This design comes from an exercise in tuning for small area on the open sky130 flow, not from production work. The RTL was checked by simulation tests, not by an equivalence proof against the original design. No activity file was given, so power comes from the tool's default toggle rates.

--- flow/flow/run.sh ---
#!/bin/bash
# Own layout flow: the standard synthesis, then the combinational logic is mapped again
# for area with ABC (registers kept as they are: same instances, names and cells), then
# the standard layout steps with a smaller clock tree and lighter port buffers.
set -uo pipefail
WORK=$(pwd)
FLOWDIR=$WORK/flow
R=$WORK/orfs/results/$FLOW_PLATFORM/CoinsMatrixBitMap/base
YOSYS=$(dirname "$FLOW_HOME")/tools/install/yosys/bin/yosys
LIB=$FLOW_HOME/platforms/$FLOW_PLATFORM/lib/sky130_fd_sc_hd__tt_025C_1v80.lib

# 1. standard synthesis
bash standard.sh synth > synth_standard.log 2>&1 || { echo "standard synthesis failed"; exit 1; }
cp "$R/1_2_yosys.v" std_1_2_yosys.v

# 2. area re-mapping of the combinational logic
python3 "$FLOWDIR/libcells.py" "$LIB" comb_cells.v > libcells.log 2>&1
# the platform's don't-use cells
DONTUSE=""
for c in probe_p_8 probec_p_8 lpflow_bleeder_1 lpflow_clkbufkapwr_1 lpflow_clkbufkapwr_16 \
    lpflow_clkbufkapwr_2 lpflow_clkbufkapwr_4 lpflow_clkbufkapwr_8 lpflow_clkinvkapwr_1 \
    lpflow_clkinvkapwr_16 lpflow_clkinvkapwr_2 lpflow_clkinvkapwr_4 lpflow_clkinvkapwr_8 \
    lpflow_decapkapwr_12 lpflow_decapkapwr_3 lpflow_decapkapwr_4 lpflow_decapkapwr_6 \
    lpflow_decapkapwr_8 lpflow_inputiso0n_1 lpflow_inputiso0p_1 lpflow_inputiso1n_1 \
    lpflow_inputiso1p_1 lpflow_inputisolatch_1 lpflow_isobufsrc_1 lpflow_isobufsrc_16 \
    lpflow_isobufsrc_2 lpflow_isobufsrc_4 lpflow_isobufsrc_8 lpflow_isobufsrckapwr_16 \
    lpflow_lsbuf_lh_hl_isowell_tap_1 lpflow_lsbuf_lh_hl_isowell_tap_2 \
    lpflow_lsbuf_lh_hl_isowell_tap_4 lpflow_lsbuf_lh_isowell_4 lpflow_lsbuf_lh_isowell_tap_1 \
    lpflow_lsbuf_lh_isowell_tap_2 lpflow_lsbuf_lh_isowell_tap_4; do
  DONTUSE="$DONTUSE -dont_use sky130_fd_sc_hd__$c"
done
sed "s|@ABCSCRIPT@|$FLOWDIR/area.abc|; s|@LIB@|$LIB|g; s|@DONTUSE@|$DONTUSE|; s|@IN@|std_1_2_yosys.v|; s|@OUT@|resyn.v|" "$FLOWDIR/resyn.ys" > resyn.ys
if "$YOSYS" -l resyn.log -q resyn.ys > resyn.stdout 2>&1 && python3 "$FLOWDIR/sameregs.py" std_1_2_yosys.v resyn.v > sameregs.log 2>&1; then
  cp resyn.v "$R/1_2_yosys.v"
  touch "$R/1_2_yosys.v"
  echo "using the re-mapped netlist"
else
  echo "re-mapping failed; using the standard netlist"
fi

# 3. standard layout steps
export CTS_ARGS="-sink_clustering_enable -repair_clock_nets -dont_use_dummy_load -buf_list sky130_fd_sc_hd__clkbuf_8 -sink_clustering_size 24 -sink_clustering_max_diameter 45"
export BUFFER_PORTS_ARGS="-buffer_cell sky130_fd_sc_hd__buf_1"
bash standard.sh > layout.log 2>&1 || { echo "layout failed"; exit 1; }
--- flow/flow/area.abc ---
&get -n
&st
&deepsyn -T 240
&dch
&nf -R 1000
&put
--- flow/flow/libcells.py ---
#!/usr/bin/env python3
"""Write Verilog modules giving the logic function of every combinational cell of a liberty file."""
import re, sys
lib, out = sys.argv[1], sys.argv[2]
t = open(lib).read()
# split into cells
pos = [m for m in re.finditer(r'\n\s*cell\s*\(\s*"?([\w]+)"?\s*\)\s*\{', t)]
mods = []
for i, m in enumerate(pos):
    body = t[m.end(): pos[i + 1].start() if i + 1 < len(pos) else len(t)]
    name = m.group(1)
    if re.search(r'\b(ff|latch|statetable)\s*\(', body):
        continue
    pins = []
    for pm in re.finditer(r'\n\s*pin\s*\(\s*"?(\w+)"?\s*\)\s*\{', body):
        seg = body[pm.end(): pm.end() + 3000]
        d = re.search(r'direction\s*:\s*"?(\w+)"?', seg)
        f = re.search(r'function\s*:\s*"([^"]*)"', seg.split('\n    pin')[0] if False else seg[:seg.find('timing')] if 'timing' in seg else seg)
        pins.append((pm.group(1), d.group(1) if d else None, f.group(1) if f else None))
    ins = [p for p, d, f in pins if d == 'input']
    outs = [(p, f) for p, d, f in pins if d == 'output']
    if not outs or any(f is None for p, f in outs):
        continue
    if any(re.search(r'VPWR|VGND|KAPWR|SLEEP', f) for p, f in outs):
        continue
    L = [f"module {name}(" + ", ".join([f"input {p}" for p in ins] + [f"output {p}" for p, f in outs]) + ");"]
    for p, f in outs:
        e = f.replace('!', '~').replace('+', '|').replace('*', '&')
        L.append(f"  assign {p} = {e};")
    L.append("endmodule")
    mods.append("\n".join(L))
open(out, 'w').write("\n".join(mods) + "\n")
print(len(mods), "cells")
--- flow/flow/resyn.ys ---
read_verilog comb_cells.v
read_liberty -lib -ignore_redef @LIB@
read_verilog @IN@
hierarchy -top CoinsMatrixBitMap
flatten
techmap
opt -fast -purge
abc -script @ABCSCRIPT@ -liberty @LIB@ @DONTUSE@
opt_clean -purge
hilomap -singleton -hicell sky130_fd_sc_hd__conb_1 HI -locell sky130_fd_sc_hd__conb_1 LO
splitnets
opt_clean -purge
stat -liberty @LIB@
write_verilog -noattr -noexpr -nohex -nodec @OUT@
--- flow/flow/sameregs.py ---
#!/usr/bin/env python3
"""Check that two netlists hold the same register instances (name and cell type)."""
import re, sys
def regs(f):
    t = open(f).read()
    return {(n, c) for c, n in re.findall(r"^\s*(sky130_fd_sc_hd__(?:df|sdf|edf|dl)\w*)\s+(\S+)\s*\(", t, re.M)}
a, b = regs(sys.argv[1]), regs(sys.argv[2])
print(len(a), "registers in the standard netlist,", len(b), "in the re-mapped one")
sys.exit(0 if a == b and a else 1)
--- flow/standard.sh ---
#!/bin/bash
# synth_recipe.tcl (not shown) runs the flow's synth.tcl, then flattens the netlist and writes it again
# the make line also repeats each setting of config.mk as NAME=value (left out here)
make -C /OpenROAD-flow-scripts/flow DESIGN_CONFIG=/design/flow/config.mk WORK_HOME=/design/flow/orfs CLKGATE_MAP_FILE= SYNTH_SCRIPT=/design/flow/synth_recipe.tcl "${@:-finish}"
--- flow/config.mk ---
export PLATFORM = sky130hd
export DESIGN_NAME = CoinsMatrixBitMap
export DESIGN_NICKNAME = CoinsMatrixBitMap
export VERILOG_FILES = /design/flow/design.v
export SDC_FILE = /design/flow/constraint.sdc
export NUM_CORES = 8
export LEC_CHECK = 0
export CAP_MARGIN = 20
export CORE_MARGIN = 2
export CORE_UTILIZATION = 50
export PLACE_DENSITY = 0.6
export SLEW_MARGIN = 20
--- flow/constraint.sdc ---
create_clock -name core_clock -period 12.0 [get_ports {clk}]
set_input_delay 2.4000 -clock core_clock [delete_from_list [all_inputs] [get_ports {clk}]]
set_output_delay 2.4000 -clock core_clock [all_outputs]
set_load 0.01 [all_outputs]
--- flow/design.v ---
module	CoinsMatrixBitMap	(	
					input	logic	clk,
					input	logic	resetN,
					input	logic	[10:0] offsetX, 
					input	logic	[10:0] offsetY,
					input	logic	InsideRectangle,  
					input	logic	coinCollision,
					input logic [4:0] randomMapLocationX,
					input logic [3:0] randomMapLocationY,
					input logic placeCoin,		 
					input logic placeMoneyBag,	 
					input logic placeTimeBoost,	 
					output	logic	drawingRequest,  
					output	logic	[7:0] RGBout,   
					output	logic upScore,			 
					output	logic upTime			 
 ) ;
localparam int NX = 18 ;
localparam int NY = 12 ;
localparam logic [NX*NY-1:0] NP_INIT = 216'h2198c200000000a03329c84850c284848f333c000064c380300 ;
localparam logic [NX*NY-1:0] Q_INIT  = 216'h3d98c70001c000f0333dc84f50c3c484ff333c000064c380300 ;
localparam logic [NX*NY-1:0] PQ_TILE = 216'h2198c200000000a03329c84870c284848f333c000064c380300 ;
logic [NX*NY-1:0] nP, Q, empty ;
logic pick_anotherCoin_flag ;    
logic pick_anotherMoneyBag_flag ;
logic [4:0] oX ;
logic [3:0] oY ;
assign oX = offsetX[9:5] ;
assign oY = offsetY[8:5] ;
logic offset_inMap ;
assign offset_inMap = (oX < NX) && (oY < NY) ;
logic [4:0] rX ;
logic [3:0] rY ;
assign rX = randomMapLocationX ;
assign rY = (randomMapLocationY[3] & randomMapLocationY[2]) ? {1'b0, randomMapLocationY[2:0]} : randomMapLocationY ;
logic random_inMap ;
assign random_inMap = (rX < NX) ;
logic [NX-1:0] colO, colR ;
logic [NY-1:0] rowO, rowR ;
always_comb begin
	for (int x = 0; x < NX; x++) begin
		colO[x] = (oX == x) ;
		colR[x] = (rX == x) ;
	end
	for (int y = 0; y < NY; y++) begin
		rowO[y] = (oY == y) ;
		rowR[y] = (rY == y) ;
	end
end
logic [NY-1:0] nPc, Qc, Ec ;
always_comb begin
	for (int y = 0; y < NY; y++) begin
		nPc[y] = |(colO & nP[y*NX +: NX]) ;
		Qc[y]  = |(colO & Q[y*NX +: NX]) ;
		Ec[y]  = |(colR & empty[y*NX +: NX]) ;
	end
end
logic oItem, oQ ;    
assign oItem = offset_inMap & ~|(rowO & nPc) ;
assign oQ = offset_inMap & |(rowO & Qc) ;
logic randEmpty ;
assign randEmpty = random_inMap & |(rowR & Ec) ;
logic is515 ;
assign is515 = (oY == 4'd5) && (oX == 5'd15) ;
logic code2, code3, codeItem ;
assign code2 = oItem & oQ ;             
assign code3 = ~oItem & oQ & is515 ;    
assign codeItem = oItem | code3 ;       
logic [11:0] spriteAddr ;
logic [7:0]  spritePixel ;
assign spriteAddr = {~oItem, oQ, offsetY[4:0], offsetX[4:0]} ;
always_comb begin
	case (spriteAddr)
		12'h1ad: spritePixel = 8'hfe ;
		12'h1ae: spritePixel = 8'hf8 ;
		12'h1af: spritePixel = 8'hf8 ;
		12'h1b0: spritePixel = 8'hfe ;
		12'h1cc: spritePixel = 8'hfe ;
		12'h1cd: spritePixel = 8'hf8 ;
		12'h1ce: spritePixel = 8'hfd ;
		12'h1cf: spritePixel = 8'hfd ;
		12'h1d0: spritePixel = 8'hf8 ;
		12'h1d1: spritePixel = 8'hfe ;
		12'h1ec: spritePixel = 8'hfe ;
		12'h1ed: spritePixel = 8'hf8 ;
		12'h1ee: spritePixel = 8'hfd ;
		12'h1ef: spritePixel = 8'hf9 ;
		12'h1f0: spritePixel = 8'hf8 ;
		12'h1f1: spritePixel = 8'hf9 ;
		12'h20d: spritePixel = 8'hf9 ;
		12'h20e: spritePixel = 8'hf8 ;
		12'h20f: spritePixel = 8'hf8 ;
		12'h210: spritePixel = 8'hf8 ;
		12'h211: spritePixel = 8'hfe ;
		12'h22e: spritePixel = 8'hf9 ;
		12'h22f: spritePixel = 8'hf9 ;
		12'h230: spritePixel = 8'hfe ;
		12'h46a: spritePixel = 8'h6c ;
		12'h46b: spritePixel = 8'h8c ;
		12'h46c: spritePixel = 8'h8c ;
		12'h46d: spritePixel = 8'hd9 ;
		12'h46e: spritePixel = 8'hf9 ;
		12'h46f: spritePixel = 8'hf9 ;
		12'h470: spritePixel = 8'hd9 ;
		12'h471: spritePixel = 8'hf8 ;
		12'h472: spritePixel = 8'h8d ;
		12'h473: spritePixel = 8'h8c ;
		12'h474: spritePixel = 8'h8c ;
		12'h48a: spritePixel = 8'hf9 ;
		12'h48b: spritePixel = 8'hf9 ;
		12'h48c: spritePixel = 8'hfe ;
		12'h48d: spritePixel = 8'hd4 ;
		12'h48e: spritePixel = 8'hb4 ;
		12'h48f: spritePixel = 8'hd4 ;
		12'h490: spritePixel = 8'hb4 ;
		12'h491: spritePixel = 8'hd4 ;
		12'h492: spritePixel = 8'hfe ;
		12'h493: spritePixel = 8'hfd ;
		12'h494: spritePixel = 8'hf9 ;
		12'h495: spritePixel = 8'h6c ;
		12'h4aa: spritePixel = 8'hd9 ;
		12'h4ab: spritePixel = 8'hb4 ;
		12'h4ad: spritePixel = 8'hb4 ;
		12'h4ae: spritePixel = 8'h90 ;
		12'h4af: spritePixel = 8'h90 ;
		12'h4b0: spritePixel = 8'h90 ;
		12'h4b1: spritePixel = 8'hd5 ;
		12'h4b3: spritePixel = 8'hb4 ;
		12'h4b4: spritePixel = 8'hf9 ;
		12'h4b5: spritePixel = 8'h6c ;
		12'h4cb: spritePixel = 8'hf9 ;
		12'h4cc: spritePixel = 8'hd4 ;
		12'h4d2: spritePixel = 8'hf9 ;
		12'h4d3: spritePixel = 8'hf9 ;
		12'h4eb: spritePixel = 8'hd9 ;
		12'h4ec: spritePixel = 8'hd4 ;
		12'h4ed: spritePixel = 8'hd9 ;
		12'h4ee: spritePixel = 8'hf9 ;
		12'h4ef: spritePixel = 8'hf9 ;
		12'h4f0: spritePixel = 8'hf9 ;
		12'h4f1: spritePixel = 8'hf9 ;
		12'h4f2: spritePixel = 8'hb4 ;
		12'h4f3: spritePixel = 8'hd9 ;
		12'h506: spritePixel = 8'h6c ;
		12'h507: spritePixel = 8'h90 ;
		12'h508: spritePixel = 8'hf9 ;
		12'h509: spritePixel = 8'hf9 ;
		12'h50a: spritePixel = 8'hb4 ;
		12'h50c: spritePixel = 8'hd4 ;
		12'h50d: spritePixel = 8'h90 ;
		12'h50e: spritePixel = 8'hd4 ;
		12'h50f: spritePixel = 8'hd4 ;
		12'h510: spritePixel = 8'hf9 ;
		12'h511: spritePixel = 8'h90 ;
		12'h512: spritePixel = 8'hd5 ;
		12'h514: spritePixel = 8'hb4 ;
		12'h515: spritePixel = 8'hf9 ;
		12'h516: spritePixel = 8'hf9 ;
		12'h517: spritePixel = 8'hf9 ;
		12'h526: spritePixel = 8'hf9 ;
		12'h527: spritePixel = 8'hd8 ;
		12'h528: spritePixel = 8'hd4 ;
		12'h529: spritePixel = 8'hd4 ;
		12'h52a: spritePixel = 8'hb4 ;
		12'h52b: spritePixel = 8'h90 ;
		12'h52e: spritePixel = 8'h90 ;
		12'h52f: spritePixel = 8'hd9 ;
		12'h530: spritePixel = 8'hb0 ;
		12'h533: spritePixel = 8'hd5 ;
		12'h534: spritePixel = 8'hfd ;
		12'h535: spritePixel = 8'hf9 ;
		12'h536: spritePixel = 8'hf9 ;
		12'h537: spritePixel = 8'hfe ;
		12'h538: spritePixel = 8'hd9 ;
		12'h545: spritePixel = 8'hfe ;
		12'h546: spritePixel = 8'hd4 ;
		12'h547: spritePixel = 8'hd4 ;
		12'h548: spritePixel = 8'hb4 ;
		12'h549: spritePixel = 8'hb4 ;
		12'h54a: spritePixel = 8'h90 ;
		12'h54b: spritePixel = 8'hd4 ;
		12'h54c: spritePixel = 8'h90 ;
		12'h54d: spritePixel = 8'h90 ;
		12'h551: spritePixel = 8'h90 ;
		12'h552: spritePixel = 8'h90 ;
		12'h553: spritePixel = 8'hfd ;
		12'h554: spritePixel = 8'hfe ;
		12'h555: spritePixel = 8'hfe ;
		12'h556: spritePixel = 8'hfe ;
		12'h557: spritePixel = 8'hd9 ;
		12'h558: spritePixel = 8'hfe ;
		12'h559: spritePixel = 8'hf9 ;
		12'h565: spritePixel = 8'hfe ;
		12'h566: spritePixel = 8'hd4 ;
		12'h567: spritePixel = 8'hd4 ;
		12'h568: spritePixel = 8'hb4 ;
		12'h569: spritePixel = 8'h8c ;
		12'h56a: spritePixel = 8'hd4 ;
		12'h56b: spritePixel = 8'hd4 ;
		12'h56c: spritePixel = 8'hf9 ;
		12'h56d: spritePixel = 8'hd4 ;
		12'h56e: spritePixel = 8'h90 ;
		12'h56f: spritePixel = 8'hb0 ;
		12'h570: spritePixel = 8'h8c ;
		12'h571: spritePixel = 8'hf9 ;
		12'h572: spritePixel = 8'hf9 ;
		12'h573: spritePixel = 8'hfe ;
		12'h574: spritePixel = 8'hfe ;
		12'h575: spritePixel = 8'hfe ;
		12'h576: spritePixel = 8'hfe ;
		12'h577: spritePixel = 8'hfe ;
		12'h578: spritePixel = 8'hf9 ;
		12'h579: spritePixel = 8'hfe ;
		12'h584: spritePixel = 8'hd9 ;
		12'h585: spritePixel = 8'hb4 ;
		12'h586: spritePixel = 8'hd4 ;
		12'h587: spritePixel = 8'hb0 ;
		12'h588: spritePixel = 8'h8c ;
		12'h589: spritePixel = 8'hd4 ;
		12'h58a: spritePixel = 8'hd4 ;
		12'h58b: spritePixel = 8'hd4 ;
		12'h58c: spritePixel = 8'hb4 ;
		12'h58d: spritePixel = 8'hf9 ;
		12'h58f: spritePixel = 8'hd9 ;
		12'h591: spritePixel = 8'hf9 ;
		12'h592: spritePixel = 8'hfe ;
		12'h593: spritePixel = 8'hfe ;
		12'h594: spritePixel = 8'hfe ;
		12'h595: spritePixel = 8'hfe ;
		12'h596: spritePixel = 8'hfe ;
		12'h597: spritePixel = 8'hfe ;
		12'h598: spritePixel = 8'hfe ;
		12'h599: spritePixel = 8'hfd ;
		12'h59a: spritePixel = 8'hf9 ;
		12'h5a4: spritePixel = 8'hd9 ;
		12'h5a5: spritePixel = 8'hb4 ;
		12'h5a6: spritePixel = 8'h90 ;
		12'h5a7: spritePixel = 8'hb0 ;
		12'h5a8: spritePixel = 8'hd4 ;
		12'h5a9: spritePixel = 8'h8c ;
		12'h5aa: spritePixel = 8'hb4 ;
		12'h5ab: spritePixel = 8'hd4 ;
		12'h5ac: spritePixel = 8'hf9 ;
		12'h5ad: spritePixel = 8'hd4 ;
		12'h5af: spritePixel = 8'hfd ;
		12'h5b1: spritePixel = 8'hf9 ;
		12'h5b2: spritePixel = 8'hfe ;
		12'h5b3: spritePixel = 8'hfe ;
		12'h5b4: spritePixel = 8'hfe ;
		12'h5b5: spritePixel = 8'hfe ;
		12'h5b6: spritePixel = 8'hfe ;
		12'h5b7: spritePixel = 8'hfe ;
		12'h5b8: spritePixel = 8'hf9 ;
		12'h5b9: spritePixel = 8'hfe ;
		12'h5ba: spritePixel = 8'hfd ;
		12'h5c4: spritePixel = 8'hd9 ;
		12'h5c5: spritePixel = 8'hb4 ;
		12'h5c6: spritePixel = 8'hb4 ;
		12'h5c7: spritePixel = 8'hd9 ;
		12'h5c8: spritePixel = 8'hb4 ;
		12'h5c9: spritePixel = 8'hd4 ;
		12'h5ca: spritePixel = 8'hb4 ;
		12'h5cb: spritePixel = 8'hd4 ;
		12'h5cc: spritePixel = 8'hb4 ;
		12'h5d2: spritePixel = 8'hfe ;
		12'h5d3: spritePixel = 8'hfe ;
		12'h5d4: spritePixel = 8'hfe ;
		12'h5d5: spritePixel = 8'hfe ;
		12'h5d6: spritePixel = 8'hfe ;
		12'h5d7: spritePixel = 8'hfd ;
		12'h5d8: spritePixel = 8'hfe ;
		12'h5d9: spritePixel = 8'hf9 ;
		12'h5da: spritePixel = 8'hd9 ;
		12'h5e4: spritePixel = 8'hd9 ;
		12'h5e5: spritePixel = 8'hb4 ;
		12'h5e6: spritePixel = 8'h90 ;
		12'h5e7: spritePixel = 8'hd9 ;
		12'h5e8: spritePixel = 8'hf9 ;
		12'h5e9: spritePixel = 8'hb4 ;
		12'h5ea: spritePixel = 8'hb0 ;
		12'h5eb: spritePixel = 8'hb4 ;
		12'h5ed: spritePixel = 8'hd4 ;
		12'h5ef: spritePixel = 8'hd9 ;
		12'h5f1: spritePixel = 8'hfe ;
		12'h5f3: spritePixel = 8'hfe ;
		12'h5f4: spritePixel = 8'hfe ;
		12'h5f5: spritePixel = 8'hfa ;
		12'h5f6: spritePixel = 8'hfd ;
		12'h5f7: spritePixel = 8'hfe ;
		12'h5f8: spritePixel = 8'hd9 ;
		12'h5f9: spritePixel = 8'hfd ;
		12'h5fa: spritePixel = 8'hd9 ;
		12'h604: spritePixel = 8'hd9 ;
		12'h605: spritePixel = 8'hb4 ;
		12'h606: spritePixel = 8'hd4 ;
		12'h607: spritePixel = 8'hb0 ;
		12'h608: spritePixel = 8'h90 ;
		12'h609: spritePixel = 8'hb4 ;
		12'h60a: spritePixel = 8'h90 ;
		12'h60b: spritePixel = 8'hd4 ;
		12'h60d: spritePixel = 8'hd9 ;
		12'h60f: spritePixel = 8'hd9 ;
		12'h611: spritePixel = 8'hfe ;
		12'h613: spritePixel = 8'hfe ;
		12'h614: spritePixel = 8'hf9 ;
		12'h615: spritePixel = 8'hfd ;
		12'h616: spritePixel = 8'hfd ;
		12'h617: spritePixel = 8'hfd ;
		12'h618: spritePixel = 8'hfd ;
		12'h619: spritePixel = 8'hf9 ;
		12'h61a: spritePixel = 8'hf9 ;
		12'h624: spritePixel = 8'hd9 ;
		12'h625: spritePixel = 8'hb4 ;
		12'h626: spritePixel = 8'hb0 ;
		12'h627: spritePixel = 8'hb4 ;
		12'h628: spritePixel = 8'hd4 ;
		12'h629: spritePixel = 8'h8c ;
		12'h62a: spritePixel = 8'hd4 ;
		12'h62b: spritePixel = 8'hd4 ;
		12'h62c: spritePixel = 8'hd4 ;
		12'h62f: spritePixel = 8'hb4 ;
		12'h631: spritePixel = 8'hd9 ;
		12'h632: spritePixel = 8'hf9 ;
		12'h633: spritePixel = 8'hf9 ;
		12'h634: spritePixel = 8'hf9 ;
		12'h635: spritePixel = 8'hf9 ;
		12'h636: spritePixel = 8'hfd ;
		12'h637: spritePixel = 8'hd9 ;
		12'h638: spritePixel = 8'hd9 ;
		12'h639: spritePixel = 8'hd9 ;
		12'h63a: spritePixel = 8'hf9 ;
		12'h644: spritePixel = 8'hd9 ;
		12'h645: spritePixel = 8'hb4 ;
		12'h646: spritePixel = 8'hd4 ;
		12'h647: spritePixel = 8'hb4 ;
		12'h648: spritePixel = 8'h90 ;
		12'h649: spritePixel = 8'hd4 ;
		12'h64a: spritePixel = 8'h90 ;
		12'h64b: spritePixel = 8'hd4 ;
		12'h64c: spritePixel = 8'hd4 ;
		12'h64d: spritePixel = 8'hb4 ;
		12'h651: spritePixel = 8'hd9 ;
		12'h652: spritePixel = 8'hf9 ;
		12'h653: spritePixel = 8'hd9 ;
		12'h654: spritePixel = 8'hf9 ;
		12'h655: spritePixel = 8'hf9 ;
		12'h656: spritePixel = 8'hf9 ;
		12'h657: spritePixel = 8'hf9 ;
		12'h658: spritePixel = 8'hf9 ;
		12'h659: spritePixel = 8'hd4 ;
		12'h65a: spritePixel = 8'hf9 ;
		12'h664: spritePixel = 8'hd9 ;
		12'h665: spritePixel = 8'hb4 ;
		12'h666: spritePixel = 8'h90 ;
		12'h667: spritePixel = 8'hb0 ;
		12'h668: spritePixel = 8'hd4 ;
		12'h669: spritePixel = 8'h90 ;
		12'h66a: spritePixel = 8'hd4 ;
		12'h66b: spritePixel = 8'h90 ;
		12'h66c: spritePixel = 8'hb4 ;
		12'h66d: spritePixel = 8'hb4 ;
		12'h66f: spritePixel = 8'hd4 ;
		12'h672: spritePixel = 8'hd9 ;
		12'h673: spritePixel = 8'hb4 ;
		12'h674: spritePixel = 8'hf9 ;
		12'h675: spritePixel = 8'hd4 ;
		12'h676: spritePixel = 8'hd4 ;
		12'h677: spritePixel = 8'hf9 ;
		12'h678: spritePixel = 8'hd4 ;
		12'h679: spritePixel = 8'hf9 ;
		12'h67a: spritePixel = 8'hd9 ;
		12'h684: spritePixel = 8'hd9 ;
		12'h685: spritePixel = 8'hb4 ;
		12'h686: spritePixel = 8'hd4 ;
		12'h687: spritePixel = 8'hb0 ;
		12'h688: spritePixel = 8'h90 ;
		12'h689: spritePixel = 8'hd4 ;
		12'h68a: spritePixel = 8'h90 ;
		12'h68b: spritePixel = 8'hd4 ;
		12'h68d: spritePixel = 8'hd4 ;
		12'h68f: spritePixel = 8'hd4 ;
		12'h691: spritePixel = 8'hd9 ;
		12'h693: spritePixel = 8'hf9 ;
		12'h694: spritePixel = 8'hb4 ;
		12'h695: spritePixel = 8'hf9 ;
		12'h696: spritePixel = 8'hf9 ;
		12'h697: spritePixel = 8'hd4 ;
		12'h698: spritePixel = 8'hd9 ;
		12'h699: spritePixel = 8'hd4 ;
		12'h69a: spritePixel = 8'hd9 ;
		12'h6a4: spritePixel = 8'hd9 ;
		12'h6a5: spritePixel = 8'hb4 ;
		12'h6a6: spritePixel = 8'hd4 ;
		12'h6a7: spritePixel = 8'hd4 ;
		12'h6a8: spritePixel = 8'hb4 ;
		12'h6a9: spritePixel = 8'h8c ;
		12'h6aa: spritePixel = 8'hd4 ;
		12'h6ab: spritePixel = 8'h90 ;
		12'h6ad: spritePixel = 8'h90 ;
		12'h6af: spritePixel = 8'hb4 ;
		12'h6b1: spritePixel = 8'hb4 ;
		12'h6b3: spritePixel = 8'hd5 ;
		12'h6b4: spritePixel = 8'hd4 ;
		12'h6b5: spritePixel = 8'hd4 ;
		12'h6b6: spritePixel = 8'hd4 ;
		12'h6b7: spritePixel = 8'hd4 ;
		12'h6b8: spritePixel = 8'hd4 ;
		12'h6b9: spritePixel = 8'hd4 ;
		12'h6ba: spritePixel = 8'hd9 ;
		12'h6c5: spritePixel = 8'h90 ;
		12'h6c6: spritePixel = 8'h24 ;
		12'h6c7: spritePixel = 8'h8c ;
		12'h6c8: spritePixel = 8'hd4 ;
		12'h6c9: spritePixel = 8'hb4 ;
		12'h6ca: spritePixel = 8'h8c ;
		12'h6cb: spritePixel = 8'hd4 ;
		12'h6cc: spritePixel = 8'h90 ;
		12'h6d2: spritePixel = 8'hb4 ;
		12'h6d3: spritePixel = 8'hb4 ;
		12'h6d4: spritePixel = 8'hb4 ;
		12'h6d5: spritePixel = 8'hd4 ;
		12'h6d6: spritePixel = 8'hd0 ;
		12'h6d7: spritePixel = 8'hb4 ;
		12'h6d9: spritePixel = 8'hd4 ;
		12'h6e5: spritePixel = 8'hd5 ;
		12'h6e6: spritePixel = 8'h90 ;
		12'h6e7: spritePixel = 8'h24 ;
		12'h6e9: spritePixel = 8'hd4 ;
		12'h6ea: spritePixel = 8'hb4 ;
		12'h6eb: spritePixel = 8'h90 ;
		12'h6ec: spritePixel = 8'hd4 ;
		12'h6ed: spritePixel = 8'h90 ;
		12'h6ef: spritePixel = 8'h90 ;
		12'h6f1: spritePixel = 8'h90 ;
		12'h6f2: spritePixel = 8'hd4 ;
		12'h6f3: spritePixel = 8'hb0 ;
		12'h6f4: spritePixel = 8'hd4 ;
		12'h6f5: spritePixel = 8'hd4 ;
		12'h6f6: spritePixel = 8'hd5 ;
		12'h6f8: spritePixel = 8'hb0 ;
		12'h6f9: spritePixel = 8'hb4 ;
		12'h705: spritePixel = 8'h90 ;
		12'h706: spritePixel = 8'h24 ;
		12'h707: spritePixel = 8'h8c ;
		12'h708: spritePixel = 8'hd4 ;
		12'h709: spritePixel = 8'h90 ;
		12'h70a: spritePixel = 8'h90 ;
		12'h70b: spritePixel = 8'hd4 ;
		12'h70c: spritePixel = 8'h90 ;
		12'h70d: spritePixel = 8'hb4 ;
		12'h70f: spritePixel = 8'hd4 ;
		12'h711: spritePixel = 8'hb0 ;
		12'h712: spritePixel = 8'hb0 ;
		12'h713: spritePixel = 8'hd4 ;
		12'h714: spritePixel = 8'h90 ;
		12'h715: spritePixel = 8'h90 ;
		12'h716: spritePixel = 8'h90 ;
		12'h717: spritePixel = 8'hb4 ;
		12'h719: spritePixel = 8'h90 ;
		12'h726: spritePixel = 8'hd5 ;
		12'h727: spritePixel = 8'hb4 ;
		12'h728: spritePixel = 8'hd4 ;
		12'h729: spritePixel = 8'hd4 ;
		12'h72a: spritePixel = 8'hb4 ;
		12'h72b: spritePixel = 8'h90 ;
		12'h72c: spritePixel = 8'h90 ;
		12'h72d: spritePixel = 8'h90 ;
		12'h72e: spritePixel = 8'h90 ;
		12'h72f: spritePixel = 8'h90 ;
		12'h730: spritePixel = 8'h90 ;
		12'h731: spritePixel = 8'hb0 ;
		12'h732: spritePixel = 8'h90 ;
		12'h733: spritePixel = 8'h90 ;
		12'h734: spritePixel = 8'hd4 ;
		12'h735: spritePixel = 8'hd4 ;
		12'h736: spritePixel = 8'hb0 ;
		12'h737: spritePixel = 8'hd4 ;
		12'h738: spritePixel = 8'hb4 ;
		12'h74b: spritePixel = 8'hd4 ;
		12'h74c: spritePixel = 8'hd4 ;
		12'h74d: spritePixel = 8'hd4 ;
		12'h74e: spritePixel = 8'hd4 ;
		12'h74f: spritePixel = 8'hd4 ;
		12'h750: spritePixel = 8'hd4 ;
		12'h751: spritePixel = 8'hd4 ;
		12'h752: spritePixel = 8'hd4 ;
		12'h753: spritePixel = 8'hd4 ;
		12'h8ed: spritePixel = 8'h64 ;
		12'hced: spritePixel = 8'h64 ;
		12'h8ee: spritePixel = 8'h6c ;
		12'hcee: spritePixel = 8'h6c ;
		12'h8ef: spritePixel = 8'h6c ;
		12'hcef: spritePixel = 8'h6c ;
		12'h8f0: spritePixel = 8'h64 ;
		12'hcf0: spritePixel = 8'h64 ;
		12'h8f1: spritePixel = 8'h64 ;
		12'hcf1: spritePixel = 8'h64 ;
		12'h8f2: spritePixel = 8'h24 ;
		12'hcf2: spritePixel = 8'h24 ;
		12'h90d: spritePixel = 8'hcc ;
		12'hd0d: spritePixel = 8'hcc ;
		12'h90e: spritePixel = 8'hf8 ;
		12'hd0e: spritePixel = 8'hf8 ;
		12'h90f: spritePixel = 8'hf8 ;
		12'hd0f: spritePixel = 8'hf8 ;
		12'h910: spritePixel = 8'hfc ;
		12'hd10: spritePixel = 8'hfc ;
		12'h911: spritePixel = 8'hfc ;
		12'hd11: spritePixel = 8'hfc ;
		12'h912: spritePixel = 8'h90 ;
		12'hd12: spritePixel = 8'h90 ;
		12'h92d: spritePixel = 8'h20 ;
		12'hd2d: spritePixel = 8'h20 ;
		12'h92e: spritePixel = 8'h64 ;
		12'hd2e: spritePixel = 8'h64 ;
		12'h92f: spritePixel = 8'hf0 ;
		12'hd2f: spritePixel = 8'hf0 ;
		12'h930: spritePixel = 8'hd0 ;
		12'hd30: spritePixel = 8'hd0 ;
		12'h931: spritePixel = 8'h24 ;
		12'hd31: spritePixel = 8'h24 ;
		12'h932: spritePixel = 8'h20 ;
		12'hd32: spritePixel = 8'h20 ;
		12'h94f: spritePixel = 8'h6c ;
		12'hd4f: spritePixel = 8'h6c ;
		12'h950: spritePixel = 8'h24 ;
		12'hd50: spritePixel = 8'h24 ;
		12'h96c: spritePixel = 8'h20 ;
		12'hd6c: spritePixel = 8'h20 ;
		12'h96d: spritePixel = 8'h60 ;
		12'hd6d: spritePixel = 8'h60 ;
		12'h96e: spritePixel = 8'ha0 ;
		12'hd6e: spritePixel = 8'ha0 ;
		12'h96f: spritePixel = 8'ha0 ;
		12'hd6f: spritePixel = 8'ha0 ;
		12'h970: spritePixel = 8'ha0 ;
		12'hd70: spritePixel = 8'ha0 ;
		12'h971: spritePixel = 8'ha0 ;
		12'hd71: spritePixel = 8'ha0 ;
		12'h972: spritePixel = 8'h60 ;
		12'hd72: spritePixel = 8'h60 ;
		12'h98b: spritePixel = 8'h60 ;
		12'hd8b: spritePixel = 8'h60 ;
		12'h98c: spritePixel = 8'h80 ;
		12'hd8c: spritePixel = 8'h80 ;
		12'h98d: spritePixel = 8'ha0 ;
		12'hd8d: spritePixel = 8'ha0 ;
		12'h98e: spritePixel = 8'ha4 ;
		12'hd8e: spritePixel = 8'ha4 ;
		12'h98f: spritePixel = 8'hd6 ;
		12'hd8f: spritePixel = 8'hd6 ;
		12'h990: spritePixel = 8'hd6 ;
		12'hd90: spritePixel = 8'hd6 ;
		12'h991: spritePixel = 8'ha0 ;
		12'hd91: spritePixel = 8'ha0 ;
		12'h992: spritePixel = 8'hc0 ;
		12'hd92: spritePixel = 8'hc0 ;
		12'h993: spritePixel = 8'h80 ;
		12'hd93: spritePixel = 8'h80 ;
		12'h994: spritePixel = 8'h60 ;
		12'hd94: spritePixel = 8'h60 ;
		12'h9aa: spritePixel = 8'h60 ;
		12'hdaa: spritePixel = 8'h60 ;
		12'h9ab: spritePixel = 8'ha0 ;
		12'hdab: spritePixel = 8'ha0 ;
		12'h9ac: spritePixel = 8'hac ;
		12'hdac: spritePixel = 8'hac ;
		12'h9ad: spritePixel = 8'hfa ;
		12'hdad: spritePixel = 8'hfa ;
		12'h9ae: spritePixel = 8'hff ;
		12'hdae: spritePixel = 8'hff ;
		12'h9af: spritePixel = 8'hff ;
		12'hdaf: spritePixel = 8'hff ;
		12'h9b1: spritePixel = 8'hff ;
		12'hdb1: spritePixel = 8'hff ;
		12'h9b2: spritePixel = 8'hd1 ;
		12'hdb2: spritePixel = 8'hd1 ;
		12'h9b3: spritePixel = 8'ha4 ;
		12'hdb3: spritePixel = 8'ha4 ;
		12'h9b4: spritePixel = 8'hc0 ;
		12'hdb4: spritePixel = 8'hc0 ;
		12'h9b5: spritePixel = 8'h60 ;
		12'hdb5: spritePixel = 8'h60 ;
		12'h9ca: spritePixel = 8'ha0 ;
		12'hdca: spritePixel = 8'ha0 ;
		12'h9cb: spritePixel = 8'hd1 ;
		12'hdcb: spritePixel = 8'hd1 ;
		12'h9cc: spritePixel = 8'hff ;
		12'hdcc: spritePixel = 8'hff ;
		12'h9cd: spritePixel = 8'hff ;
		12'hdcd: spritePixel = 8'hff ;
		12'h9ce: spritePixel = 8'hff ;
		12'hdce: spritePixel = 8'hff ;
		12'h9cf: spritePixel = 8'hff ;
		12'hdcf: spritePixel = 8'hff ;
		12'h9d1: spritePixel = 8'hff ;
		12'hdd1: spritePixel = 8'hff ;
		12'h9d2: spritePixel = 8'hff ;
		12'hdd2: spritePixel = 8'hff ;
		12'h9d3: spritePixel = 8'hff ;
		12'hdd3: spritePixel = 8'hff ;
		12'h9d4: spritePixel = 8'had ;
		12'hdd4: spritePixel = 8'had ;
		12'h9d5: spritePixel = 8'ha0 ;
		12'hdd5: spritePixel = 8'ha0 ;
		12'h9e9: spritePixel = 8'h80 ;
		12'hde9: spritePixel = 8'h80 ;
		12'h9ea: spritePixel = 8'ha4 ;
		12'hdea: spritePixel = 8'ha4 ;
		12'h9eb: spritePixel = 8'hff ;
		12'hdeb: spritePixel = 8'hff ;
		12'h9ec: spritePixel = 8'hff ;
		12'hdec: spritePixel = 8'hff ;
		12'h9ed: spritePixel = 8'hff ;
		12'hded: spritePixel = 8'hff ;
		12'h9ee: spritePixel = 8'hff ;
		12'hdee: spritePixel = 8'hff ;
		12'h9ef: spritePixel = 8'hff ;
		12'hdef: spritePixel = 8'hff ;
		12'h9f1: spritePixel = 8'hff ;
		12'hdf1: spritePixel = 8'hff ;
		12'h9f2: spritePixel = 8'hff ;
		12'hdf2: spritePixel = 8'hff ;
		12'h9f3: spritePixel = 8'hff ;
		12'hdf3: spritePixel = 8'hff ;
		12'h9f4: spritePixel = 8'hd6 ;
		12'hdf4: spritePixel = 8'hd6 ;
		12'h9f5: spritePixel = 8'hc0 ;
		12'hdf5: spritePixel = 8'hc0 ;
		12'h9f6: spritePixel = 8'h60 ;
		12'hdf6: spritePixel = 8'h60 ;
		12'ha08: spritePixel = 8'h20 ;
		12'he08: spritePixel = 8'h20 ;
		12'ha09: spritePixel = 8'ha0 ;
		12'he09: spritePixel = 8'ha0 ;
		12'ha0a: spritePixel = 8'had ;
		12'he0a: spritePixel = 8'had ;
		12'ha0b: spritePixel = 8'hff ;
		12'he0b: spritePixel = 8'hff ;
		12'ha0c: spritePixel = 8'hff ;
		12'he0c: spritePixel = 8'hff ;
		12'ha0d: spritePixel = 8'hff ;
		12'he0d: spritePixel = 8'hff ;
		12'ha0e: spritePixel = 8'hff ;
		12'he0e: spritePixel = 8'hff ;
		12'ha0f: spritePixel = 8'hff ;
		12'he0f: spritePixel = 8'hff ;
		12'ha11: spritePixel = 8'hff ;
		12'he11: spritePixel = 8'hff ;
		12'ha12: spritePixel = 8'hff ;
		12'he12: spritePixel = 8'hff ;
		12'ha13: spritePixel = 8'hff ;
		12'he13: spritePixel = 8'hff ;
		12'ha14: spritePixel = 8'hff ;
		12'he14: spritePixel = 8'hff ;
		12'ha15: spritePixel = 8'ha4 ;
		12'he15: spritePixel = 8'ha4 ;
		12'ha16: spritePixel = 8'hc0 ;
		12'he16: spritePixel = 8'hc0 ;
		12'ha17: spritePixel = 8'h20 ;
		12'he17: spritePixel = 8'h20 ;
		12'ha28: spritePixel = 8'h20 ;
		12'he28: spritePixel = 8'h20 ;
		12'ha29: spritePixel = 8'h80 ;
		12'he29: spritePixel = 8'h80 ;
		12'ha2a: spritePixel = 8'hff ;
		12'he2a: spritePixel = 8'hff ;
		12'ha2c: spritePixel = 8'hff ;
		12'he2c: spritePixel = 8'hff ;
		12'ha2d: spritePixel = 8'hff ;
		12'he2d: spritePixel = 8'hff ;
		12'ha31: spritePixel = 8'hff ;
		12'he31: spritePixel = 8'hff ;
		12'ha32: spritePixel = 8'hff ;
		12'he32: spritePixel = 8'hff ;
		12'ha33: spritePixel = 8'hff ;
		12'he33: spritePixel = 8'hff ;
		12'ha35: spritePixel = 8'hfa ;
		12'he35: spritePixel = 8'hfa ;
		12'ha36: spritePixel = 8'ha0 ;
		12'he36: spritePixel = 8'ha0 ;
		12'ha37: spritePixel = 8'h20 ;
		12'he37: spritePixel = 8'h20 ;
		12'ha48: spritePixel = 8'h20 ;
		12'he48: spritePixel = 8'h20 ;
		12'ha49: spritePixel = 8'h80 ;
		12'he49: spritePixel = 8'h80 ;
		12'ha4a: spritePixel = 8'hff ;
		12'he4a: spritePixel = 8'hff ;
		12'ha4c: spritePixel = 8'hff ;
		12'he4c: spritePixel = 8'hff ;
		12'ha4d: spritePixel = 8'hff ;
		12'he4d: spritePixel = 8'hff ;
		12'ha4e: spritePixel = 8'hff ;
		12'he4e: spritePixel = 8'hff ;
		12'ha4f: spritePixel = 8'hff ;
		12'he4f: spritePixel = 8'hff ;
		12'ha50: spritePixel = 8'hff ;
		12'he50: spritePixel = 8'hff ;
		12'ha51: spritePixel = 8'hff ;
		12'he51: spritePixel = 8'hff ;
		12'ha52: spritePixel = 8'hff ;
		12'he52: spritePixel = 8'hff ;
		12'ha53: spritePixel = 8'hff ;
		12'he53: spritePixel = 8'hff ;
		12'ha55: spritePixel = 8'ha4 ;
		12'he55: spritePixel = 8'ha4 ;
		12'ha56: spritePixel = 8'ha0 ;
		12'he56: spritePixel = 8'ha0 ;
		12'ha57: spritePixel = 8'h20 ;
		12'he57: spritePixel = 8'h20 ;
		12'ha68: spritePixel = 8'h20 ;
		12'he68: spritePixel = 8'h20 ;
		12'ha69: spritePixel = 8'ha0 ;
		12'he69: spritePixel = 8'ha0 ;
		12'ha6a: spritePixel = 8'had ;
		12'he6a: spritePixel = 8'had ;
		12'ha6b: spritePixel = 8'hff ;
		12'he6b: spritePixel = 8'hff ;
		12'ha6c: spritePixel = 8'hff ;
		12'he6c: spritePixel = 8'hff ;
		12'ha6d: spritePixel = 8'hff ;
		12'he6d: spritePixel = 8'hff ;
		12'ha6e: spritePixel = 8'hff ;
		12'he6e: spritePixel = 8'hff ;
		12'ha6f: spritePixel = 8'hff ;
		12'he6f: spritePixel = 8'hff ;
		12'ha70: spritePixel = 8'hff ;
		12'he70: spritePixel = 8'hff ;
		12'ha71: spritePixel = 8'hff ;
		12'he71: spritePixel = 8'hff ;
		12'ha72: spritePixel = 8'hff ;
		12'he72: spritePixel = 8'hff ;
		12'ha73: spritePixel = 8'hff ;
		12'he73: spritePixel = 8'hff ;
		12'ha74: spritePixel = 8'hff ;
		12'he74: spritePixel = 8'hff ;
		12'ha75: spritePixel = 8'ha4 ;
		12'he75: spritePixel = 8'ha4 ;
		12'ha76: spritePixel = 8'ha0 ;
		12'he76: spritePixel = 8'ha0 ;
		12'ha77: spritePixel = 8'h20 ;
		12'he77: spritePixel = 8'h20 ;
		12'ha89: spritePixel = 8'h80 ;
		12'he89: spritePixel = 8'h80 ;
		12'ha8a: spritePixel = 8'ha0 ;
		12'he8a: spritePixel = 8'ha0 ;
		12'ha8b: spritePixel = 8'hff ;
		12'he8b: spritePixel = 8'hff ;
		12'ha8c: spritePixel = 8'hff ;
		12'he8c: spritePixel = 8'hff ;
		12'ha8d: spritePixel = 8'hff ;
		12'he8d: spritePixel = 8'hff ;
		12'ha8e: spritePixel = 8'hff ;
		12'he8e: spritePixel = 8'hff ;
		12'ha8f: spritePixel = 8'hff ;
		12'he8f: spritePixel = 8'hff ;
		12'ha90: spritePixel = 8'hff ;
		12'he90: spritePixel = 8'hff ;
		12'ha91: spritePixel = 8'hff ;
		12'he91: spritePixel = 8'hff ;
		12'ha92: spritePixel = 8'hff ;
		12'he92: spritePixel = 8'hff ;
		12'ha93: spritePixel = 8'hff ;
		12'he93: spritePixel = 8'hff ;
		12'ha94: spritePixel = 8'hd6 ;
		12'he94: spritePixel = 8'hd6 ;
		12'ha95: spritePixel = 8'hc0 ;
		12'he95: spritePixel = 8'hc0 ;
		12'ha96: spritePixel = 8'h60 ;
		12'he96: spritePixel = 8'h60 ;
		12'haaa: spritePixel = 8'ha0 ;
		12'heaa: spritePixel = 8'ha0 ;
		12'haab: spritePixel = 8'hd1 ;
		12'heab: spritePixel = 8'hd1 ;
		12'haac: spritePixel = 8'hff ;
		12'heac: spritePixel = 8'hff ;
		12'haad: spritePixel = 8'hff ;
		12'head: spritePixel = 8'hff ;
		12'haae: spritePixel = 8'hff ;
		12'heae: spritePixel = 8'hff ;
		12'haaf: spritePixel = 8'hff ;
		12'heaf: spritePixel = 8'hff ;
		12'hab0: spritePixel = 8'hff ;
		12'heb0: spritePixel = 8'hff ;
		12'hab1: spritePixel = 8'hff ;
		12'heb1: spritePixel = 8'hff ;
		12'hab2: spritePixel = 8'hff ;
		12'heb2: spritePixel = 8'hff ;
		12'hab3: spritePixel = 8'hff ;
		12'heb3: spritePixel = 8'hff ;
		12'hab4: spritePixel = 8'had ;
		12'heb4: spritePixel = 8'had ;
		12'hab5: spritePixel = 8'ha0 ;
		12'heb5: spritePixel = 8'ha0 ;
		12'haca: spritePixel = 8'h60 ;
		12'heca: spritePixel = 8'h60 ;
		12'hacb: spritePixel = 8'ha0 ;
		12'hecb: spritePixel = 8'ha0 ;
		12'hacc: spritePixel = 8'ha4 ;
		12'hecc: spritePixel = 8'ha4 ;
		12'hacd: spritePixel = 8'hfa ;
		12'hecd: spritePixel = 8'hfa ;
		12'hace: spritePixel = 8'hff ;
		12'hece: spritePixel = 8'hff ;
		12'had1: spritePixel = 8'hff ;
		12'hed1: spritePixel = 8'hff ;
		12'had2: spritePixel = 8'hd5 ;
		12'hed2: spritePixel = 8'hd5 ;
		12'had3: spritePixel = 8'ha4 ;
		12'hed3: spritePixel = 8'ha4 ;
		12'had4: spritePixel = 8'hc0 ;
		12'hed4: spritePixel = 8'hc0 ;
		12'had5: spritePixel = 8'h60 ;
		12'hed5: spritePixel = 8'h60 ;
		12'haeb: spritePixel = 8'h60 ;
		12'heeb: spritePixel = 8'h60 ;
		12'haec: spritePixel = 8'h80 ;
		12'heec: spritePixel = 8'h80 ;
		12'haed: spritePixel = 8'ha0 ;
		12'heed: spritePixel = 8'ha0 ;
		12'haee: spritePixel = 8'h84 ;
		12'heee: spritePixel = 8'h84 ;
		12'haef: spritePixel = 8'hd1 ;
		12'heef: spritePixel = 8'hd1 ;
		12'haf0: spritePixel = 8'hd1 ;
		12'hef0: spritePixel = 8'hd1 ;
		12'haf1: spritePixel = 8'ha0 ;
		12'hef1: spritePixel = 8'ha0 ;
		12'haf2: spritePixel = 8'hc0 ;
		12'hef2: spritePixel = 8'hc0 ;
		12'haf3: spritePixel = 8'h80 ;
		12'hef3: spritePixel = 8'h80 ;
		12'haf4: spritePixel = 8'h60 ;
		12'hef4: spritePixel = 8'h60 ;
		12'hb0c: spritePixel = 8'h20 ;
		12'hf0c: spritePixel = 8'h20 ;
		12'hb0d: spritePixel = 8'h60 ;
		12'hf0d: spritePixel = 8'h60 ;
		12'hb0e: spritePixel = 8'ha0 ;
		12'hf0e: spritePixel = 8'ha0 ;
		12'hb0f: spritePixel = 8'ha0 ;
		12'hf0f: spritePixel = 8'ha0 ;
		12'hb10: spritePixel = 8'ha0 ;
		12'hf10: spritePixel = 8'ha0 ;
		12'hb11: spritePixel = 8'ha0 ;
		12'hf11: spritePixel = 8'ha0 ;
		12'hb12: spritePixel = 8'h60 ;
		12'hf12: spritePixel = 8'h60 ;
		default: spritePixel = 8'h00 ;
	endcase
end
logic erase, coinTry, bagTry, wrCoin, wrBag, wrRand ;
assign erase = InsideRectangle & coinCollision ;
assign coinTry = placeCoin | pick_anotherCoin_flag ;
assign bagTry = placeMoneyBag | pick_anotherMoneyBag_flag ;
assign wrCoin = coinTry & randEmpty ;
assign wrBag = bagTry & randEmpty ;
assign wrRand = wrCoin | wrBag ;
logic [NY-1:0] rowRW, rowRB, rowOE ;
assign rowRW = rowR & {NY{wrRand}} ;
assign rowRB = rowR & {NY{wrBag}} ;
assign rowOE = rowO & {NY{erase}} ;
genvar gy, gx ;
generate
	for (gy = 0; gy < NY; gy++) begin : row
		for (gx = 0; gx < NX; gx++) begin : col
			localparam int I = gy*NX + gx ;
			logic rs_n, rsb_n, oe_n ;     
			assign rs_n = ~(rowRW[gy] & colR[gx]) ;
			assign rsb_n = ~(rowRB[gy] & colR[gx]) ;
			assign oe_n = ~(rowOE[gy] & colO[gx]) ;
			if (PQ_TILE[I]) begin : pq
				assign empty[I] = nP[I] & ~Q[I] ;
			end else begin : p
				assign empty[I] = nP[I] ;
			end
			logic nPn, Qn ;
			if ((gy == 5) && (gx == 15)) begin : tb
				assign nPn = placeTimeBoost | (rs_n & (~oe_n | nP[I])) ;
				assign Qn = placeTimeBoost | ~(rsb_n & ~(rs_n & oe_n & Q[I])) ;
			end else if (PQ_TILE[I]) begin : npq
				assign nPn = rs_n & (~oe_n | nP[I]) ;
				assign Qn = ~(rsb_n & ~(rs_n & oe_n & Q[I])) ;
			end else begin : n
				assign nPn = rs_n & (~oe_n | nP[I]) ;
				assign Qn = ~(rsb_n & ~(rs_n & Q[I])) ;
			end
			always_ff @(posedge clk or negedge resetN) begin
				if (!resetN) begin
					nP[I] <= NP_INIT[I] ;
					Q[I] <= Q_INIT[I] ;
				end else begin
					nP[I] <= nPn ;
					Q[I] <= Qn ;
				end
			end
		end
	end
endgenerate
always_ff @(posedge clk or negedge resetN) begin
	if (!resetN) begin
		RGBout <= 8'h00 ;
		pick_anotherCoin_flag <= 1'b0 ;
		pick_anotherMoneyBag_flag <= 1'b0 ;
		upScore <= 1'b0 ;
		upTime <= 1'b0 ;
	end else begin
		RGBout <= (InsideRectangle & codeItem) ? spritePixel : 8'h00 ;
		pick_anotherCoin_flag <= coinTry & ~randEmpty ;
		pick_anotherMoneyBag_flag <= bagTry & ~randEmpty ;
		upScore <= erase & code2 ;
		upTime <= erase & code3 ;
	end
end
assign drawingRequest = (RGBout != 8'h00) ;
endmodule
==> metrics.cfg, run 1 <==
[worst_setup_path]
crit_path_top_delay_cell = sky130_fd_sc_hd__nor2_1
rr_startpoint = Q[21]
critical_path.reg2reg.endpoint = Q[39]
timing.reg2reg.worst_path_depth = 12
critical_path_class = in2reg
worstPathMaxFanout = 20
worstSetupStartpointType = input pin
worst-endpoint-arrival_ps = 8070
path_cells = buf_1 > nand2_1 > nor2_1 > buf_4 > a22o_1 > a221oi_1 > nand4_1 > o21ai_0 > a21oi_1 > a21oi_1 > nor2_4 > nor2_1 > nor2b_1 > nand2_1 > o31ai_1
crit_required_ps = 12550
critPathCaptureType = register
regToRegSetupSlack_ps = 7000
critPathMaxStageDelay_ps = 970

[clock_tree]
post_cts_resize_count = 0
worst_skew_pair.late_latency_ps = 730
path_clk_slew_ps = 70
numCtsBuffers = 53
tritoncts_num_sinks = 444
cts_tree = built
cts_hold_repair.buffers = 0
clock_tree.htree_level_count = 2
cts-root-buf = sky130_fd_sc_hd__clkbuf_8
clock_path_buffers = 3
post-cts-setup-buffer-count = 0

[sta]
rsz0062_at_grt = no
finalSetupViolCount = 0
achievable-frequency_mhz = 133
finalHoldWorstSlack_ps = 493
final_period_minus_worst_setup_slack_ps = 7520
report.final.slew_viol_count = 0
finalClockSkew_ps = 129
hold_viol_final = 0
max_slew_margin_pct = 12.3
tns_setup_ps = 0
tightest_slew_ps = 1310
finalCritPeriodShare_pct = 62.7

[global_routing]
grt_max_degree = 167
gr-usage-all-layers_pct = 49.0
vias_in_the_first_global_route = 25800
global_route_wire_length_before_repair_um = 172000
initial_antenna_violation_count = 7
overflow = 0

[detailed_routing]
count_of_unresolved_drc_violations_after_routing = 0
dr_total_vias = 27100
routed_wl_um = 120000
vias_per_cell = 7.63
detailedRoute.firstIterationViolations = 5392
firstDrtPassIters = 11
postRouteAntennaNets = 0
routedWlPerCell_um = 33.6

[min_path]
hold-path-cell-count = 1
hold_class = reg2reg
worstHoldEndpoint = pick_anotherCoin_flag
hold_start = pick_anotherCoin_flag

[yosys]
ys_warn_count = 1
synthesis.instances = 2741
synthesis.area_per_instance_um2 = 8.52
mappedNetlistArea_mm2 = 0.0233
net_count_after_synthesis = 2779

[power]
power_density_mw_per_mm2 = 107
p_leak_nw = 9.99
max-vdd-ir-drop_uv = 110

[run_status]
outcome = finished clean

[layout]
layout.area.seq_mm2 = 0.0113
num-fill-cells = 4269
drive_above_1_share_pct = 11.5
fin_nets = 2980
multi_input_area_mm2 = 0.0124
area_delta_synth_final_pct = 12.4

[die]
ioPinCount = 49
fp.dieW_um = 220
die_height_um = 220
design.die.area_mm2 = 0.0484
std_cell_rows = 79
core_area_mm2 = 0.0464
start_util_pct = 50.4

[placed_design]
io_buffers = 45
dp_hpwl_um = 79300
gp_routability_congestion = 1.04

[flow_run]
timing.max_cap.violations = 0

per-stage QoR:
stage	power (mW)	cells	cell area, µm²	setup slack [ps]	util, %
global route	2.88	3550	26200	4560	56.6
detailed placement	1.89	3494	25500	4340	54.9
global placement	1.88	3493	25400	4400	54.9
floorplan	1.71	2741	23300	4590	-
finish	2.81	3555	26200	4480	56.6
CTS	2.78	3547	26200	5040	56.5
cells in the final DEF, fill, tap and decap left out, drive strengths merged, types with 13 or more instances in the layout:
master / n
nand4: 41
nand2b: 21
a21oi: 293
clkbuf: 54
o31ai: 19
clkinv: 23
a22oi: 102
nor4: 22
a221oi: 39
nor3: 42
a22o: 17
dfstp: 128
o21ai: 463
nor2b: 24
nor2: 598
a31oi: 23
nand2: 234
nand3: 66
o211ai: 15
buf: 145
dfrtp: 316
a222oi: 74
a211oi: 13
nand3b: 17
worst max-delay path, delay by kind of cell:
| family | cells | cell delay (ps) |
|---|---|---|
| buffers and inverters | 2 | 820 |
| AND/OR/NAND/NOR | 7 | 3500 |
| AO/OA/AOI/OAI | 6 | 1310 |
flip-flops by register name (all words and copies together), names as in the netlist:
register,cells
upTime,1
Q,216
nP,216
pick_anotherCoin_flag,1
pick_anotherMoneyBag_flag,1
RGBout,8
upScore,1
power breakdown:
part           switching, mW  total [mW]  internal [mW]
registers             0.0311        1.58           1.54
clock network          0.541       0.929          0.388
logic                  0.243       0.308         0.0650
total                  0.815        2.81           2.00
worst max path at each step:
stage,start,to,cells after the start
after global routing,randomMapLocationX[3],Q[26],15
after global placement,randomMapLocationX[2],Q[73],15
after floorplan,offsetX[6],RGBout[6],15
after detailed placement,randomMapLocationX[2],Q[73],15
after CTS,randomMapLocationX[2],Q[73],15
final,randomMapLocationX[3],Q[26],15
per-layer routing:
metal	wire length, µm	track usage (%)	up-vias
met4	10200	32.2	18
li1	-	-	10800
met2	46100	65.6	2580
met5	437	3.13	-
met3	21000	24.3	871
met1	41700	61.9	12800
cell type report:
| cell class | count | share of cell area, % |
|---|---|---|
| diodes | 8 | 0.0763 |
| clock buffers | 53 | 2.78 |
| multi-input cells | 2274 | 47.2 |
| flip-flops and latches | 444 | 43.0 |
| repair buffers | 146 | 3.72 |
| well taps | 607 | 2.89 |
| inverters | 23 | 0.329 |
==> run 2, diff against run 1 <==
--- a/flow/config.mk
+++ b/flow/config.mk
@@ -8,5 +8,5 @@
 export CAP_MARGIN = 20
 export CORE_MARGIN = 2
-export CORE_UTILIZATION = 50
-export PLACE_DENSITY = 0.6
+export CORE_UTILIZATION = 40
+export PLACE_DENSITY = 0.5
 export SLEW_MARGIN = 20
==> run 2 against run 1 <==
  * Synthesized area unchanged
  * Critical path depth down 1
  * Global-route usage down 6.6 points
  * Final area up 2.2%
  * Setup slack worse by 240 ps
  * Still clean on timing, DRC and antenna
  * Critical path type unchanged
  * Synthesized cell count unchanged
  * Clock skew up 15 ps
  * Count of clock-buffer cells in the layout up 16
==> metrics.cfg, run 2 <==
[clock_tree]
post-cts-setup-buffer-count = 0
tritoncts_num_sinks = 444
path_clk_slew_ps = 60
post_cts_resize_count = 0
cts-root-buf = sky130_fd_sc_hd__clkbuf_8
clock_path_buffers = 3
numCtsBuffers = 69
clock_tree.htree_level_count = 3
worst_skew_pair.late_latency_ps = 730
cts_tree = built
cts_hold_repair.buffers = 0

[worst_setup_path]
critPathCaptureType = register
crit_path_top_delay_cell = sky130_fd_sc_hd__o21ai_2
critPathMostFrequentCell = sky130_fd_sc_hd__o21ai_0
critical_path.reg2reg.endpoint = Q[183]
critical_path_class = in2reg
crit_required_ps = 12550
worstSetupStartpointType = input pin
path_cells = buf_1 > nand2b_1 > nor2_2 > buf_4 > a221oi_1 > nand4_1 > o21ai_0 > a31oi_1 > o21ai_0 > nand3_2 > o21ai_2 > buf_4 > o21ai_0 > o21ai_0
worst-endpoint-arrival_ps = 8300
critPathMaxStageDelay_ps = 1100
regToRegSetupSlack_ps = 6660
worstPathMaxFanout = 20
rr_startpoint = Q[119]
timing.reg2reg.worst_path_depth = 12

[flow_run]
timing.max_cap.violations = 0

[yosys]
synthesis.area_per_instance_um2 = 8.52
synthesis.instances = 2741
mappedNetlistArea_mm2 = 0.0233
ys_warn_count = 1
net_count_after_synthesis = 2779

[die]
ioPinCount = 49
fp.dieW_um = 246
design.die.area_mm2 = 0.0603
core_area_mm2 = 0.0577
start_util_pct = 40.5
die_height_um = 246
std_cell_rows = 88

[min_path]
hold_start = Q[66]
worstHoldEndpoint = Q[66]
hold_class = reg2reg
hold-path-cell-count = 1

[sta]
tns_setup_ps = 0
achievable-frequency_mhz = 129
rsz0062_at_grt = no
finalSetupViolCount = 0
max_slew_margin_pct = 18.2
final_period_minus_worst_setup_slack_ps = 7760
finalCritPeriodShare_pct = 64.6
layout_setup_ws_ps = 4240
finalClockSkew_ps = 144
finalHoldWorstSlack_ps = 496
report.final.slew_viol_count = 0
hold_viol_final = 0
tightest_slew_ps = 1220

[power]
p_leak_nw = 10.2
p_total_mw = 2.99
max-vdd-ir-drop_uv = 95.7
power_density_mw_per_mm2 = 111

[layout]
drive_above_1_share_pct = 12.8
most_frequent_standard_cell_in_the_layout_excluding_fill_and_tap_cells = sky130_fd_sc_hd__nor2_1
area_delta_synth_final_pct = 14.8
layout_top_registers = Q: 216 flops, nP: 216 flops, RGBout: 8 flops
layout.area.seq_mm2 = 0.0113
final_core_util_pct = 46.5
multi_input_area_mm2 = 0.0124
final_cell_mix = sky130_fd_sc_hd__nor2_1, sky130_fd_sc_hd__o21ai_0, sky130_fd_sc_hd__dfrtp_1
num-fill-cells = 5770
fin_nets = 3011

[global_routing]
grt_max_degree = 174
overflow = 0
vias_in_the_first_global_route = 25700
global_route_wire_length_before_repair_um = 184000
gr-usage-all-layers_pct = 42.4
initial_antenna_violation_count = 6

[detailed_routing]
count_of_unresolved_drc_violations_after_routing = 0
detailedRoute.firstIterationViolations = 4487
firstDrtPassIters = 9
routed_wl_um = 130000
postRouteAntennaNets = 0
routedWlPerCell_um = 34.6
vias_per_cell = 7.16
dr_total_vias = 26800

[placed_design]
dp_hpwl_um = 83900
gp_routability_congestion = 1.06
placement.setup.worst_slack_ps = 3940
io_buffers = 45

[run_status]
outcome = finished clean

## run 2: stage by stage
step,cell area (µm²),cells
after floorplan,23300,2741
after CTS,26700,3735
after global routing,26800,3737
after global placement,25800,3665
final,26800,3743
after detailed placement,25800,3666
## run 2: final cells by class
class	instances	area share, %
Multi-Input combinational cell	2274	46.4
Tap cell	765	3.57
Sequential cell	444	42.0
Clock buffer	69	3.54
Antenna cell	7	0.0653
Timing Repair Buffer	161	4.05
Inverter	23	0.322
## run 2: how the worst max path moves through the flow
stage | from | endpoint | slack [ps] | cells past startpoint
floorplan | offsetX[6] | RGBout[6] | 4590 | 15
global placement | randomMapLocationX[1] | Q[39] | 3970 | 14
detailed placement | randomMapLocationX[2] | Q[183] | 3940 | 15
CTS | randomMapLocationX[2] | Q[183] | 4610 | 15
global route | randomMapLocationX[2] | Q[183] | 4240 | 15
finish | randomMapLocationX[1] | Q[183] | 4240 | 14
## run 2: power by group
group | leakage, nW | switching, mW | internal (mW)
combinational | 3.99 | 0.254 | 0.0677
clock | 0.496 | 0.582 | 0.506
sequential | 5.69 | 0.0311 | 1.55
## run 2: critical path: cells and delay by family
family                 cells  cell delay (ps)
buffers and inverters      3             1200
AOI/OAI and AO/OA          7             3020
and+or+nand+nor            4             1610
## run 2: routing by layer
layer | global-route usage, % | vias up | share of wire [%]
met5 | 0 | - | 0.013
met3 | 14.2 | 663 | 14
met1 | 54.8 | 13000 | 37
li1 | - | 10900 | -
met2 | 60.4 | 2285 | 41
met4 | 27.5 | 2 | 7.8
==> run 3, diff against run 2 <==
--- a/flow/flow/run.sh
+++ b/flow/flow/run.sh
@@ -40,5 +40,5 @@
 
 # 3. standard layout steps
-export CTS_ARGS="-sink_clustering_enable -repair_clock_nets -dont_use_dummy_load -buf_list sky130_fd_sc_hd__clkbuf_8 -sink_clustering_size 24 -sink_clustering_max_diameter 45"
+export CTS_ARGS="-sink_clustering_enable -repair_clock_nets -dont_use_dummy_load -buf_list sky130_fd_sc_hd__clkbuf_16 -sink_clustering_size 30 -sink_clustering_max_diameter 70"
 export BUFFER_PORTS_ARGS="-buffer_cell sky130_fd_sc_hd__buf_1"
 bash standard.sh > layout.log 2>&1 || { echo "layout failed"; exit 1; }
--- a/flow/config.mk
+++ b/flow/config.mk
@@ -6,7 +6,8 @@
 export NUM_CORES = 8
 export LEC_CHECK = 0
-export CAP_MARGIN = 20
+export CAP_MARGIN = 10
 export CORE_MARGIN = 2
 export CORE_UTILIZATION = 40
+export GPL_TIMING_DRIVEN = 0
 export PLACE_DENSITY = 0.5
-export SLEW_MARGIN = 20
+export SLEW_MARGIN = 10
==> run 3 against run 2 <==
  * Maximum frequency is 3.0% higher
  * Critical endpoint is now RGBout[4]
  * Still clean
  * Hold slack better by 5.6 ps
  * Non-clock buffer count shrank 30
  * Combinational power about the same
  * Synthesized area unchanged
  * Clock skew fell by 7.8 ps
  * Routed wire length decreased by 0.68%
  * Highest routed layer unchanged
  * Critical path depth is 7 higher
  * Setup slack improved by 220 ps
  * Die area is the same
  * First-iteration DRC count shrank 4.5%
==> metrics.cfg, run 3 <==
[die]
start_util_pct = 40.5
core_area_mm2 = 0.0577
std_cell_rows = 88
design.die.area_mm2 = 0.0603
die_height_um = 246
fp.dieW_um = 246
ioPinCount = 49

[sta]
achievable-frequency_mhz = 133
finalHoldWorstSlack_ps = 502
finalClockSkew_ps = 136
report.final.slew_viol_count = 0
max_slew_margin_pct = 6.29
tightest_slew_ps = 1400
hold_viol_final = 0
layout_setup_ws_ps = 4470
finalCritPeriodShare_pct = 62.8
rsz0062_at_grt = no
final_period_minus_worst_setup_slack_ps = 7530
finalSetupViolCount = 0

[worst_setup_path]
timing.reg2reg.worst_path_depth = 12
regToRegSetupSlack_ps = 7030
critical_path_class = in2reg
critPathCaptureType = register
first_element_of_the_critical_path = offsetX[9]
worstPathMaxFanout = 18
crit_required_ps = 12550
rr_startpoint = Q[127]
critPathMaxStageDelay_ps = 620
worstSetupStartpointType = input pin
worst-endpoint-arrival_ps = 8090
kind_of_cell_with_the_highest_combined_delay_on_the_critical_path = simple AND/OR/NAND/NOR gates
path_cells = buf_1 > clkinv_1 > nand3_1 > nor2_4 > buf_16 > a22o_1 > a221oi_1 > nand4_1 > nor2_1 > o21ai_0 > nor3_1 > nand3_1 > nor3_2 > buf_4 > nand2b_1 > o211a_1 > a21oi_1 > nor2_1 > nand2_1 > nand2_1 > o211ai_1
timing.critical_path.buf_inv = 4

[power]
power_density_mw_per_mm2 = 106
seqPwrFrac_pct = 54.5
power_report.internal_total_mw = 2.07
netSwitchingFraction_pct = 28.4
max-vdd-ir-drop_uv = 108
total_net_switching_power_mw = 0.820
combinationalPowerShare_pct = 11.2

[detailed_routing]
detailedRoute.firstIterationViolations = 4287
vias_per_cell = 7.21
routed_wl_um = 129000
dr_total_vias = 26500
routedWlPerCell_um = 35.0

[yosys]
synthesis.area_per_instance_um2 = 8.52
synthesis.instances = 2741
mappedNetlistArea_mm2 = 0.0233

[clock_tree]
cts_tree = built
path_clk_slew_ps = 70
post_cts_resize_count = 0
numCtsBuffers = 31
clock_tree.htree_level_count = 1
post-cts-setup-buffer-count = 0
cts-root-buf = sky130_fd_sc_hd__clkbuf_16
clock_path_buffers = 3
tritoncts_num_sinks = 444
cts_hold_repair.buffers = 0

[run_status]
outcome = finished clean

[placed_design]
placed_cells_incl_taps = 3636
dp_hpwl_um = 89300
io_buffers = 45
gp_routability_congestion = 1.07

[layout]
num-fill-cells = 5655
area_delta_synth_final_pct = 17.1
drive_above_1_share_pct = 10.9
fin_nets = 2943

[global_routing]
gr-usage-all-layers_pct = 42.0
global_route_wire_length_before_repair_um = 183000
initial_antenna_violation_count = 4

[flow_run]
timing.max_cap.violations = 0

==> run 3: cell types whose count changed in the layout (fill, tap and decap cells not counted), sizes merged <==
cell    change
diode       -4
clkbuf     -39
buf        -29
==> run 3: power groups by stage <==
stage / clock network (mW) / registers [mW] / logic (mW)
CTS: 0.991 / 1.57 / 0.310
floorplan: 0 / 1.59 / 0.124
global route: 1.04 / 1.58 / 0.337
global placement: 0 / 1.60 / 0.275
finish: 0.989 / 1.57 / 0.325
detailed placement: 0 / 1.60 / 0.309
==> run 3: final cells by class <==
class                   instances  area [µm²]  share of cell area [%]
flip-flops and latches        444       11300                    41.2
clock buffers                  31         776                    2.84
diodes                          3        7.51                  0.0274
multi-input cells            2274       12500                    45.6
well taps                     765         957                    3.50
repair buffers                131        1770                    6.46
inverters                      23        86.3                   0.316
==> run 3: metal layers <==
metal  vias to the layer above  share of wire, %  global-route usage (%)  wire (µm)
met4                         4               6.2                    21.1       7990
met3                       533                14                    14.3      18600
met1                     13000                38                    56.1      48700
li1                      10700                 -                       -          -
met2                      2203                41                    60.1      53300
met5                         -             0.020                       0         26
==> run 3: worst min-delay path by stage <==
| stage | from | endpoint | slack, ps | cells past startpoint |
|---|---|---|---|---|
| global route | Q[144] | Q[144] | 520 | 2 |
| floorplan | pick_anotherCoin_flag | pick_anotherCoin_flag | 450 | 1 |
| global placement | pick_anotherCoin_flag | pick_anotherCoin_flag | 460 | 1 |
| CTS | Q[92] | Q[92] | 510 | 2 |
| detailed placement | Q[58] | Q[58] | 490 | 1 |
| finish | Q[90] | Q[90] | 500 | 2 |
==> run 3: metrics by stage <==
stage	instance area (µm²)	TNS (ps)	power, mW	util (%)
6_report	27300	0	2.89	47.4
2_1_floorplan	23300	0	1.71	-
3_3_place_gp	24500	-5500500	1.87	42.4
3_5_place_dp	26500	0	1.91	46.0
5_1_grt	27300	0	2.96	47.4
4_1_cts	27300	0	2.87	47.4
==> run 3: worst min-delay path, cell delays in order, from the launching register on <==
cell and delay, ps:
sky130_fd_sc_hd__dfstp_2 370, sky130_fd_sc_hd__o21ai_0 50, sky130_fd_sc_hd__o21ai_0 80

Setup slack of run 3, layout unchanged: 4.467 ns with ideal ports, 4.428 ns with driving cells assumed (clock clkbuf_16, inputs buf_2), 3.756 ns with port delays also shifted by the 0.672 ns mid clock arrival.
